Context: an optimization exercise on an open-source flow, tuned for a short achievable clock period and few clock cycles. The choices shown serve that exercise and are no tape-out recipe. Function not checked in this run: the RTL went through the layout flow alone. Power is estimated from default activity; no workload was simulated.

==> design.v <==
`timescale 1ns / 1ps
`timescale 1ns / 1ps
module regfile(
    input clk,
    input we,
    input [4:0] wa,
    input [31:0] wd,
    input [4:0] ra1, ra2,
    output [31:0] rd1, rd2
    );
    reg [31:0] rf [1:31];
    always @(posedge clk)
        if (we && wa != 5'd0)
            rf[wa] <= wd;
    assign rd1 = (we && wa == ra1 && ra1 != 5'd0) ? wd : (ra1 == 5'd0) ? 32'd0 : rf[ra1];
    assign rd2 = (we && wa == ra2 && ra2 != 5'd0) ? wd : (ra2 == 5'd0) ? 32'd0 : rf[ra2];
endmodule
`timescale 1ns / 1ps
module ALU(
    input [31:0] a,
    input [31:0] b,
    output [31:0] y
    );
    assign y = a + b;
endmodule
`timescale 1ns / 1ps
`timescale 1ns / 1ps
module cpu_pl(
    input clk,
    input rst,
    output [7:0] imem_addr,
    input [31:0] imem_data,
    output [7:0] dmem_addr,
    output [31:0] dmem_wdata,
    output dmem_we,
    input [31:0] dmem_rdata,
    output [7:0] io_addr,
    output [31:0] io_dout,
    output io_we,
    input [31:0] io_din
    );
    localparam OP_ADD  = 7'b0110011;
    localparam OP_ADDI = 7'b0010011;
    localparam OP_LW   = 7'b0000011;
    localparam OP_SW   = 7'b0100011;
    localparam OP_BEQ  = 7'b1100011;
    localparam OP_JAL  = 7'b1101111;
    wire stall;       
    wire redirect;    
    wire [31:0] redirect_pc;
    reg  [9:0]  f_pc_lo;     
    reg  [21:0] f_pend_hi;   
    reg         f_pend_c;    
    reg  [31:0] d_ir;
    reg         d_valid;
    reg  [9:0]  d_pc_lo;
    reg  [21:0] d_pc_hi;     
    wire [31:0] inst = imem_data;
    wire        f_is_jal = inst[6:0] == OP_JAL;
    wire        f_is_beq = inst[6:0] == OP_BEQ;
    wire        f_take   = f_is_jal | (f_is_beq & (inst[19:15] == inst[24:20]));
    wire [9:0]  f_imm_lo = {inst[29:25], (inst[3] ? inst[24:21] : inst[11:8]), 1'b0};
    wire [21:0] f_imm_hi = inst[3] ? {{11{inst[31]}}, inst[31], inst[19:12], inst[20], inst[30]}
                                   : {{19{inst[31]}}, inst[31], inst[7], inst[30]};
    wire [10:0] f_tgt_lo = {1'b0, f_pc_lo} + {1'b0, f_imm_lo};
    wire [10:0] f_seq_lo = {1'b0, f_pc_lo} + 11'd4;
    wire [21:0] f_pc_hi  = d_pc_hi + f_pend_hi + {21'd0, f_pend_c};
    assign imem_addr = f_pc_lo[9:2];
    always @(posedge clk) begin
        if (rst) begin
            f_pc_lo   <= 10'd0;
            f_pend_hi <= 22'd0;
            f_pend_c  <= 1'b0;
            d_pc_hi   <= 22'd0;
            d_valid   <= 1'b0;
        end else if (redirect) begin
            f_pc_lo   <= redirect_pc[9:0];
            f_pend_hi <= 22'd0;
            f_pend_c  <= 1'b0;
            d_pc_hi   <= redirect_pc[31:10];
            d_valid   <= 1'b0;
        end else if (!stall) begin
            f_pc_lo   <= f_take ? f_tgt_lo[9:0] : f_seq_lo[9:0];
            f_pend_hi <= f_take ? f_imm_hi : 22'd0;
            f_pend_c  <= f_take ? f_tgt_lo[10] : f_seq_lo[10];
            d_pc_hi   <= f_pc_hi;
            d_valid   <= 1'b1;
        end
    end
    always @(posedge clk) begin
        if (!stall) begin
            d_ir    <= inst;
            d_pc_lo <= f_pc_lo;
        end
    end
    wire [6:0]  d_op  = d_ir[6:0];
    wire [4:0]  d_rd  = d_ir[11:7];
    wire [4:0]  d_rs1 = d_ir[19:15];
    wire [4:0]  d_rs2 = d_ir[24:20];
    wire [31:0] d_pc  = {d_pc_hi, d_pc_lo};
    wire d_add  = d_valid & (d_op == OP_ADD);
    wire d_addi = d_valid & (d_op == OP_ADDI);
    wire d_lw   = d_valid & (d_op == OP_LW);
    wire d_sw   = d_valid & (d_op == OP_SW);
    wire d_jal  = d_valid & (d_op == OP_JAL);
    wire d_beq  = d_valid & (d_op == OP_BEQ) & (d_rs1 != d_rs2);   
    wire d_use1 = d_add | d_addi | d_lw | d_sw | d_beq;
    wire d_use2 = d_add | d_beq;           
    wire d_wr   = (d_add | d_addi | d_lw | d_jal) & (d_rd != 5'd0);
    wire [31:0] d_imm_i = {{20{d_ir[31]}}, d_ir[31:20]};
    wire [31:0] d_imm_s = {{20{d_ir[31]}}, d_ir[31:25], d_ir[11:7]};
    wire [31:0] d_imm_b = {{20{d_ir[31]}}, d_ir[7], d_ir[30:25], d_ir[11:8], 1'b0};
    reg         e_wr, e_lw, e_sw, e_beq;
    reg  [4:0]  e_rd;
    reg         m_wr, m_lw, m_sw;
    reg  [4:0]  m_rd;
    reg  [31:0] m_y, m_sd;
    reg         w_wr;
    reg  [4:0]  w_rd;
    reg  [31:0] w_val;
    wire [31:0] rf_rd1, rf_rd2;
    regfile u_rf(
        .clk(clk),
        .we(w_wr),
        .wa(w_rd),
        .wd(w_val),
        .ra1(d_rs1),
        .ra2(d_rs2),
        .rd1(rf_rd1),
        .rd2(rf_rd2)
    );
    wire d_e1 = e_wr & (e_rd == d_rs1);
    wire d_e2 = e_wr & (e_rd == d_rs2);
    wire d_m1 = m_wr & (m_rd == d_rs1);
    wire d_m2 = m_wr & (m_rd == d_rs2);
    assign stall = e_lw & ((d_use1 & d_e1) | ((d_use2 | d_sw) & d_e2));
    wire [31:0] d_tgt = d_pc + d_imm_b;
    reg  [31:0] e_a, e_b, e_sd, e_tgt;
    reg         e_fa1, e_fa2, e_fb1, e_fb2, e_fs1, e_fs2;
    always @(posedge clk) begin
        if (rst | redirect | stall) begin
            e_wr  <= 1'b0;
            e_lw  <= 1'b0;
            e_sw  <= 1'b0;
            e_beq <= 1'b0;
        end else begin
            e_wr  <= d_wr;
            e_lw  <= d_lw & d_wr;
            e_sw  <= d_sw;
            e_beq <= d_beq;
        end
    end
    always @(posedge clk) begin
        e_rd  <= d_rd;
        e_a   <= d_jal ? d_pc : rf_rd1;
        e_b   <= d_jal ? 32'd4 : (d_addi | d_lw) ? d_imm_i : d_sw ? d_imm_s : rf_rd2;
        e_sd  <= rf_rd2;
        e_tgt <= d_tgt;
        e_fa1 <= d_use1 & d_e1;
        e_fa2 <= d_use1 & ~d_e1 & d_m1;
        e_fb1 <= d_use2 & d_e2;
        e_fb2 <= d_use2 & ~d_e2 & d_m2;
        e_fs1 <= d_e2;
        e_fs2 <= ~d_e2 & d_m2;
    end
    wire [31:0] x_a  = e_fa1 ? m_y : e_fa2 ? w_val : e_a;
    wire [31:0] x_b  = e_fb1 ? m_y : e_fb2 ? w_val : e_b;
    wire [31:0] x_sd = e_fs1 ? m_y : e_fs2 ? w_val : e_sd;
    wire [31:0] x_sum;
    ALU u_alu(.a(x_a), .b(x_b), .y(x_sum));
    assign redirect    = e_beq & (x_a == x_b);
    assign redirect_pc = e_tgt;
    always @(posedge clk) begin
        if (rst) begin
            m_wr <= 1'b0;
            m_lw <= 1'b0;
            m_sw <= 1'b0;
        end else begin
            m_wr <= e_wr;
            m_lw <= e_lw;
            m_sw <= e_sw;
        end
        m_rd <= e_rd;
        m_y  <= x_sum;
        m_sd <= x_sd;
    end
    assign dmem_addr  = m_y[9:2];
    assign dmem_wdata = m_sd;
    assign dmem_we    = m_sw & ~m_y[10];
    assign io_addr    = m_y[7:0];
    assign io_dout    = m_sd;
    assign io_we      = m_sw & m_y[10];
    wire [31:0] m_ld = m_y[10] ? io_din : dmem_rdata;
    always @(posedge clk) begin
        if (rst)
            w_wr <= 1'b0;
        else
            w_wr <= m_wr;
        w_rd  <= m_rd;
        w_val <= m_lw ? m_ld : m_y;
    end
endmodule
==> run.sh <==
#!/bin/bash
# synth_recipe.tcl (not shown) runs the flow's synth.tcl, then flattens the netlist and writes it again
# the make line also repeats each setting of config.mk as NAME=value (left out here)
make -C /OpenROAD-flow-scripts/flow DESIGN_CONFIG=/design/flow/config.mk WORK_HOME=/design/flow/orfs CLKGATE_MAP_FILE= SYNTH_SCRIPT=/design/flow/synth_recipe.tcl finish
==> config.mk <==
export PLATFORM = sky130hd
export DESIGN_NAME = cpu_pl
export DESIGN_NICKNAME = cpu_pl
export VERILOG_FILES = /design/flow/design.v
export SDC_FILE = /design/flow/constraint.sdc
export NUM_CORES = 4
export LEC_CHECK = 0
export ABC_CLOCK_PERIOD_IN_PS = 2500
export CAP_MARGIN = 20
export CORE_MARGIN = 2
export CORE_UTILIZATION = 40
export PLACE_DENSITY = 0.6
export SETUP_SLACK_MARGIN = 4.0
export SLEW_MARGIN = 20
export TNS_END_PERCENT = 100
==> constraint.sdc <==
create_clock -name core_clock -period 6.6 [get_ports {clk}]
set_input_delay 1.3200 -clock core_clock [delete_from_list [all_inputs] [get_ports {clk}]]
set_output_delay 1.3200 -clock core_clock [all_outputs]
set_load 0.01 [all_outputs]
==> impl_metrics.tcl <==
set metrics [dict create \
    synth_ff_type "edfxtp_1" \
    p_sw_share_pct 28.1 \
    fin_ws_ps 3350 \
    drt-initial-drc-count 6022 \
    slew_headroom_pct 25.2 \
    clkSlewWorstSetupHoldPaths_ps 60 \
    irDropWorstVdd_mv 0.213 \
    grt_pass1_wl_microns 305000 \
    power.share.clock_pct 34.9 \
    dpl_worst_slack_ps 1850 \
    clock_sinks 1339 \
    row_count 146 \
    cts_buffers 141 \
    r2r_slack_ps 3350 \
    die_width_microns 403 \
    synth_top_cell_area_share_pct 48.6 \
    min_path_cells 0 \
    core_area_sq_um 158000 \
    num-nets-final 4851 \
    cp_data_arrival_time_ps 3910 \
    synth-seq-area-share_pct 58.2 \
    synth.distinct_cells 75 \
    seq_power_share_pct 50.4 \
    clkLatencyLatePin_ps 800 \
    hold_viol_final 0 \
    finalSetupTns_ps 0 \
    timing.rr.start "e_fa2" \
    cpPeakStageDelay_ps 520 \
    status "no timing/DRC/antenna violations" \
    first_global_vias 41475 \
    syn_area_sq_um 63800 \
    cp_cell_sequence "buf_6, buf_16, mux2i_1, o21ai_1, ha_2, nor4_4, nand4_1, or3_4, nand2b_4, clkinvlp_4, nand3_4, o2bb2ai_1" \
    yosys-top-cells-area "edfxtp_1 (49%), mux4_2 (20%), dfxtp_1 (9.7%), mux2i_1 (4.1%), nor2_1 (1.9%)" \
    placed_cell_area_sq_um 67800 \
    gp_congestion 0.903 \
    grt-ovfl-total 0 \
    final_cells 6847 \
    pin_count 188 \
    rr_endpoint "f_pend_hi[8]" \
    drc 0 \
    cp-start-kind "flip-flop" \
    final_max_slew_viol_count 0 \
    synth_fp_nets 4366 \
    combPwrFrac_pct 14.7 \
    async_flop_share_pct 0 \
    critPathMaxFanout 8 \
    drv_cap 0 \
    grt_max_degree 78 \
    p_sw_mw 6.52 \
    fmax_mhz 308 \
    worstPathRequired_ps 7260 \
    synth_edf_count 1031 \
    rsz0062_at_grt "yes" \
    yosys_warnings 2 \
    postSynthAreaPerCell_sq_um 15.3 \
    htreeDepth 4 \
    syn_inst 4172 \
    area_growth_pct 26.2 \
    drive_above_1_share_pct 38.4 \
    routed_wl_microns 223000 \
    synth-seq-cells 1339 \
    skew_ps 35.8 \
    worst_slew_pin_slew_ps 1110 \
    crit_path_top_delay_cell "or3_4" \
    route.vias.total 43226 \
    start_util_pct 40.3 \
    ant_nets 0 \
    hold_start "m_rd[0]" \
    dr.pass1.iters 5 \
    min_period_ps 3250 \
    viasPerCell 6.31 \
    port_buffers 187 \
    power.density_nw_per_um2 289 \
    cts_tree "built" \
    min_period_over_period_pct 49.2 \
    synth_top_cell_by_area "edfxtp_1" \
    final_area_sq_um 80400 \
    die-height_microns 403 \
    path_class "reg -> reg" \
    cts-root-buf "clkbuf_16" \
    hold-worst-slack_ps 392 \
    grt_use_total_pct 26.4 \
    holdCritPathClass "reg -> reg" \
    reg2reg_depth 12 \
    p_int_mw 16.7 \
    cts_buffer_depth 3 \
    holdPathEnd "w_rd[0]" \
    place_inst 6168 \
    finish.utilization_pct 50.8 \
    cellLeakagePower_nw 27.7 \
    hpwlAfterDp_microns 112000 \
    antenna_found_initial 6 \
    finalSetupViolCount 0 \
    power_mw 23.2 \
    die_area_sq_um 163000 \
    route.detailed.wl_per_inst_microns 32.6 \
    cp-end-kind "flip-flop" \
]
-- power groups by stage --
stage          clock network, mW  logic [mW]  registers, mW
3_3_place_gp                   0        2.27           11.9
3_5_place_dp                   0        2.28           11.9
4_1_cts                     8.14        2.98           11.7
2_1_floorplan                  0        1.60           11.2
5_1_grt                     8.48        3.56           11.7
6_report                    8.10        3.41           11.7
-- layer usage --
| layer | global-route usage (%) | up-vias | part of all wire, % |
|---|---|---|---|
| li1 | - | 17623 | - |
| met1 | 36.9 | 22339 | 39 |
| met2 | 40.2 | 2763 | 45 |
| met3 | 5.68 | 495 | 11 |
| met4 | 10.8 | 6 | 4.4 |
| met5 | 0 | - | 0.037 |
-- worst max-delay path, delay by kind of cell, from the launching register on --
kind	cells	cell delay, ps
AOI/OAI and AO/OA	2	190
adders and majority gates	1	300
buffers and inverters	3	530
DFF	1	450
muxes	1	200
and+or+nand+nor	5	1430
-- how the worst max path moves through the flow --
| stage | start | end | depth (start not counted) |
|---|---|---|---|
| after global routing | e_fa2 | f_pend_hi[8] | 12 |
| after detailed placement | imem_data[3] | f_pc_lo[9] | 12 |
| final | e_fa2 | f_pend_hi[8] | 12 |
| after floorplan | imem_data[3] | f_pc_lo[9] | 12 |
| after global placement | imem_data[3] | f_pc_lo[9] | 12 |
| after CTS | e_fa2 | f_pend_hi[8] | 12 |
-- area by class of cell --
| cell class | count | area, sq um |
|---|---|---|
| Inverter | 30 | 129 |
| Timing Repair Buffer | 673 | 8210 |
| Fill cell | 12971 | 77900 |
| Multi-Input combinational cell | 2472 | 27400 |
| Sequential cell | 1339 | 37400 |
| Clock inverter | 72 | 641 |
| Antenna cell | 4 | 10.0 |
| Tap cell | 2072 | 2590 |
| Clock buffer | 185 | 3990 |
-- logic make-up after synthesis --
| logic type | after synthesis | synth area share [%] |
|---|---|---|
| compound gates | 679 | 6.61 |
| mux | 817 | 23.7 |
| xor+xnor | 111 | 1.52 |
| flops | 1339 | 58.2 |
| buf+inv | 371 | 2.84 |
| fa+ha+maj | 96 | 1.94 |
| simple gates | 759 | 5.16 |
-- layout by cell type, fill, tap and decap left out, drive strengths merged, types with 15 or more instances in the layout --
| cell type | n |
|---|---|
| clkbuf | 204 |
| o21ai | 163 |
| nor2b | 27 |
| a31oi | 17 |
| nand3 | 32 |
| inv | 33 |
| xnor2 | 58 |
| clkdlybuf4s50 | 86 |
| ha | 91 |
| a211oi | 79 |
| xor2 | 53 |
| a21oi | 244 |
| nor3 | 38 |
| dfxtp | 308 |
| mux2i | 260 |
| clkinv | 55 |
| mux4 | 553 |
| a21o | 51 |
| nand2 | 236 |
| edfxtp | 1031 |
| buf | 557 |
| nor2 | 332 |
| nand2b | 16 |
| nor4 | 15 |
| a311oi | 19 |
-- state kept, by name (all words and copies together), names as in the netlist, 5 cells and up, named ones only --
signal and cells:
f_pc_lo 10, m_rd 5, m_sd 32, d_ir 29, d_pc_lo 10, f_pend_hi 11, u_rf.rf 992, d_pc_hi 22
e_a 32, m_y 32, e_tgt 32, e_sd 32, w_rd 5, w_val 32, e_rd 5, e_b 32
-- timing repair --
item / CTS / global route
resized for setup: 926 / 276
buffers inserted: 215 / 129
gates cloned: 52 / 22
hold buffers: 0 / 0
pin swaps: 101 / 166
endpoints found under the setup margin: 500 / 233
-- cell usage after synthesis, types with 5 or more instances --
cell          n
nor3_1       38
edfxtp_1   1031
nand2b_1     16
mux4_2      553
and3_1       14
nor2_1      330
or3_1        11
buf_2        70
o2bb2ai_1     9
nor2b_1      27
o211ai_1      7
o21ai_1      17
o21ba_1       5
nor4b_1       5
nand2_1     236
fa_1          5
buf_1        36
dfxtp_1     308
a31oi_1      16
clkbuf_1    156
nand3_1      30
mux2i_1     260
a21o_1       49
o31ai_1      10
nand4_1      11
and2_1        5
o21bai_1     13
ha_1         91
a21oi_1     244
a22o_1       12
inv_1        29
or4_1         5
nor4_1       15
o21a_1       10
a311oi_1     19
buf_4        70
o21ai_0     145
buf_6         9
a211oi_1     79
xnor2_1      58
xor2_1       53

afterwards: timing with drivers on the ports:
Ports are ideal in the flow. The routed layout listed here was re-timed in OpenROAD.
Step 1 sets driving cells, clkbuf_16 on the clock port and buf_2 on the other inputs (assumed; they add their load-dependent delay and slew).
Step 2 moves the port delays by t, midway between the first and last clock arrival at a register: inputs arrive t later, outputs are due t later. That takes back most of the time a late clock gives input paths.
a / b / c = ideal ports / drivers / drivers and shift; a / b = the first two.
t, ns: 0.863
slack for setup (ns): 3.354 / 3.354 / 2.843
worst hold slack (ns): 0.392 / 0.392 / 0.392
After both steps this run still meets setup and hold. The setup slack of this run moves by 0.000 ns with the drivers and by -0.511 ns with both steps.
